What follows belongs to an exercise in optimizing a design on an open flow for small area; a production flow would make more cautious choices. Function was checked by simulation only, so behaviour that the tests miss may differ from the original. Power and IR drop assume default switching activity.

// uart_bt_8digit
module uart_bt_8digit(
    input  wire       clk,
    input  wire       rst_n,
    input  wire       rx,
    output wire       tx,
    output wire [7:0] seg_dec,
    output wire [3:0] an_dec,
    output wire [7:0] seg_hex,
    output wire [3:0] an_hex,
    output wire [7:0] leds
);
For scale: about 460 cells after synthesis, about 63 flip-flops, ~36 I/O pins, ~0.0037 mm^2 of cells after synthesis.
Settings: LEC_CHECK=0, ABC_AREA=1, ABC_CLOCK_PERIOD_IN_PS=10000, CAP_MARGIN=20, CORE_MARGIN=2, CORE_UTILIZATION=60, CTS_BUF_LIST=sky130_fd_sc_hd__clkbuf_2 sky130_fd_sc_hd__clkbuf_4, SLEW_MARGIN=20; clock period 10.0 ns.
run.sh (not shown) runs the stock make flow with config.mk's settings and CLKGATE_MAP_FILE= SYNTH_SCRIPT=/design/flow/synth_recipe.tcl, a recipe that flattens the netlist after the stock synthesis.
Next try:
==> flow/flow/run.sh (new file) <==
#!/bin/bash
# Own layout flow: the standard flow (standard.sh) with
#  - synthesis: no half/full-adder extraction, ABC mapping with an area script
#  - port buffers of the smallest buffer cell (buf_1)
# Each tool's output is in orfs/logs/; make's own output goes to flow_make.log.
set -euo pipefail
WORK=$(pwd)
export AREA_ABC_SCRIPT=$WORK/flow/area.abc
export FLOW_SYNTH_TCL=$WORK/synth_recipe.tcl
export ADDER_MAP_FILE=
export BUFFER_PORTS_ARGS="-buffer_cell sky130_fd_sc_hd__buf_1"
sed "s|SYNTH_SCRIPT=[^ ]*|SYNTH_SCRIPT=$WORK/flow/synth_area.tcl|" standard.sh > own_standard.sh
grep -q "SYNTH_SCRIPT=$WORK/flow/synth_area.tcl" own_standard.sh
bash own_standard.sh finish > flow_make.log 2>&1
==> flow/flow/area.abc (new file) <==
strash
&get -n
&deepsyn -T 20
&put
strash
dch -f
map -a
topo
==> flow/flow/synth_area.tcl (new file) <==
# The standard synthesis (synth_recipe.tcl), with ABC's technology mapping
# run on an area-oriented script (flow/area.abc) and without a delay target.
proc abc {args} {
  set i [lsearch -exact $args -script]
  if { $i >= 0 } { lset args [expr {$i + 1}] $::env(AREA_ABC_SCRIPT) }
  set j [lsearch -exact $args -D]
  if { $j >= 0 } { set args [lreplace $args $j [expr {$j + 1}]] }
  yosys abc {*}$args
}
source $::env(FLOW_SYNTH_TCL)
==> flow/standard.sh (new file) <==
#!/bin/bash
# synth_recipe.tcl (not shown) runs the flow's synth.tcl, then flattens the netlist and writes it again
# the make line also repeats each setting of config.mk as NAME=value (left out here)
make -C /OpenROAD-flow-scripts/flow DESIGN_CONFIG=/design/flow/config.mk WORK_HOME=/design/flow/orfs CLKGATE_MAP_FILE= SYNTH_SCRIPT=/design/flow/synth_recipe.tcl "${@:-finish}"
- ABC_AREA: 1 -> unset
- ABC_CLOCK_PERIOD_IN_PS: 10000 -> unset
- CTS_CLUSTER_DIAMETER: unset -> 80
- CTS_CLUSTER_SIZE: unset -> 40
removed: flow/run.sh
What happened: Clock skew barely changes; total power drops by 22%; global-route usage is lower by 0.25 points; non-clock buffer count is unchanged; wire length came out lower by 25%; via count shrinks by 23%.
Next try:
- CORE_UTILIZATION: 60 -> 40
- CTS_BUF_LIST: sky130_fd_sc_hd__clkbuf_2 sky130_fd_sc_hd__clkbuf_4 -> unset
- CTS_CLUSTER_DIAMETER: 80 -> unset
- CTS_CLUSTER_SIZE: 40 -> unset
Critical path depth does not change.
Power rose by 5.5%.
Setup slack gets better by 85 ps.
Wire length rose by 2.5%.
Cell area goes up by 3.2%.
First-iteration DRC count went up by 63%.
Non-clock buffer count stays the same.
Synthesized cell count is unchanged.
Count of clock-buffer cells in the layout is unchanged.

========
Setup of job 5419:
uart_bt_8digit, a different RTL version from the one above (not shown whole).
Size in the first run: ~340 cells after synthesis, ~63 flip-flops, about 36 I/O pins.
clock: 10.0 ns
lec_check: 0
cap_margin: 20
core_margin: 2
core_utilization: 60
cts_buf_list: sky130_fd_sc_hd__clkbuf_16
cts_cluster_diameter: 300
cts_cluster_size: 64
slew_margin: 20
standard.sh (not shown) runs the stock make flow with config.mk's settings and CLKGATE_MAP_FILE= SYNTH_SCRIPT=/design/flow/synth_recipe.tcl, a recipe that flattens the netlist after the stock synthesis.
==> flow/flow/run.sh <==
#!/bin/bash
# Own layout flow: the standard flow (standard.sh) with
#  - synthesis: no half/full-adder extraction, ABC mapping with an area script
#  - port buffers of the smallest buffer cell (buf_1)
# Each tool's output is in orfs/logs/; make's own output goes to flow_make.log.
set -euo pipefail
WORK=$(pwd)
export AREA_ABC_SCRIPT=$WORK/flow/area.abc
export FLOW_SYNTH_TCL=$WORK/synth_recipe.tcl
export ADDER_MAP_FILE=
export BUFFER_PORTS_ARGS="-buffer_cell sky130_fd_sc_hd__buf_1"
sed "s|SYNTH_SCRIPT=[^ ]*|SYNTH_SCRIPT=$WORK/flow/synth_area.tcl|" standard.sh > own_standard.sh
grep -q "SYNTH_SCRIPT=$WORK/flow/synth_area.tcl" own_standard.sh
bash own_standard.sh finish > flow_make.log 2>&1
==> flow/flow/area.abc <==
strash
&get -n
&deepsyn -T 20
&put
strash
dch -f
map -a
topo
==> flow/flow/synth_area.tcl <==
# The standard synthesis (synth_recipe.tcl), with ABC's technology mapping
# run on an area-oriented script (flow/area.abc) and without a delay target.
proc abc {args} {
  set i [lsearch -exact $args -script]
  if { $i >= 0 } { lset args [expr {$i + 1}] $::env(AREA_ABC_SCRIPT) }
  set j [lsearch -exact $args -D]
  if { $j >= 0 } { set args [lreplace $args $j [expr {$j + 1}]] }
  yosys abc {*}$args
}
source $::env(FLOW_SYNTH_TCL)
Job 5419 reached the final stage; the timing, DRC and antenna checks on its layout passed.
The following lists how job 7176 was set up differently from job 5419:
# job 5419
export LEC_CHECK = 0
export CAP_MARGIN = 20
export CORE_MARGIN = 2
export CORE_UTILIZATION = 60
export CTS_BUF_LIST = sky130_fd_sc_hd__clkbuf_16
export CTS_CLUSTER_DIAMETER = 300
export CTS_CLUSTER_SIZE = 64
export SLEW_MARGIN = 20
create_clock -name core_clock -period 10.0 [get_ports {clk}]
# job 7176
export LEC_CHECK = 0
export CAP_MARGIN = 20
export CORE_MARGIN = 2
export CORE_UTILIZATION = 60
export CTS_BUF_LIST = sky130_fd_sc_hd__clkbuf_8
export CTS_CLUSTER_DIAMETER = 300
export CTS_CLUSTER_SIZE = 64
export SLEW_MARGIN = 20
create_clock -name core_clock -period 10.0 [get_ports {clk}]
==> comparison <==
- Top contributor to total power: sequential cells -> job 7176, clock -> job 5419
- Sort job 5419 and job 7176 by growth of design area from synthesis to finish, descending, and job 5419 comes first.
- Job 7176 reports its endpoint of the worst setup timing path as seg_dec[6] while job 5419 reports seg_dec[5].
- Compared with job 5419, job 7176 shows count of clock-net buffers in the final layout higher by 2.
- As far as standard cell area after detailed placement goes, job 7176 and job 5419 are indistinguishable; the numbers are identical.
- Portion of the clock cycle consumed by the worst path in the final layout for job 7176: 0.23 points down relative to job 5419

==> re-timing with driven ports <==
The results above use ideal ports. As a check the final layouts listed here were re-extracted and re-timed, cells and wires unchanged. Step 1: set_driving_cell puts a clkbuf_16 on clk and a buf_2 on each other input, an assumption about the parent block. Step 2 adds t to the input delays and takes it off the output delays; t is the mean of the earliest and latest rising clock arrival at the registers after step 1. Input paths then give back, and output paths get back, about the clock's delay inside the block. Three values: no drivers, after step 1, after step 2; two values: the first two.
run | shift t [ns] | slack for setup (ns) | worst setup path after step 2 | latest minus earliest clock arrival (ns) | worst data-port slew with drivers (ns)
the first run of note 1 | 0.423 | 4.298 / 4.269 / 4.692 | register to output | 0.019 / 0.018 | 0.03
the second run of note 1 | 0.407 | 3.370 / 3.348 / 3.755 | register to output | 0.016 / 0.016 | 0.03
the third run of note 1 | 0.347 | 3.455 / 3.427 / 3.775 | register to output | 0.007 / 0.007 | 0.03
job 5419 | 0.356 | 4.302 / 4.268 / 4.624 | register to output | 0.007 / 0.006 | 0.03
job 7176 | 0.348 | 4.325 / 4.296 / 4.645 | register to output | 0.009 / 0.009 | 0.03
After both steps setup and hold are still met in every run listed.
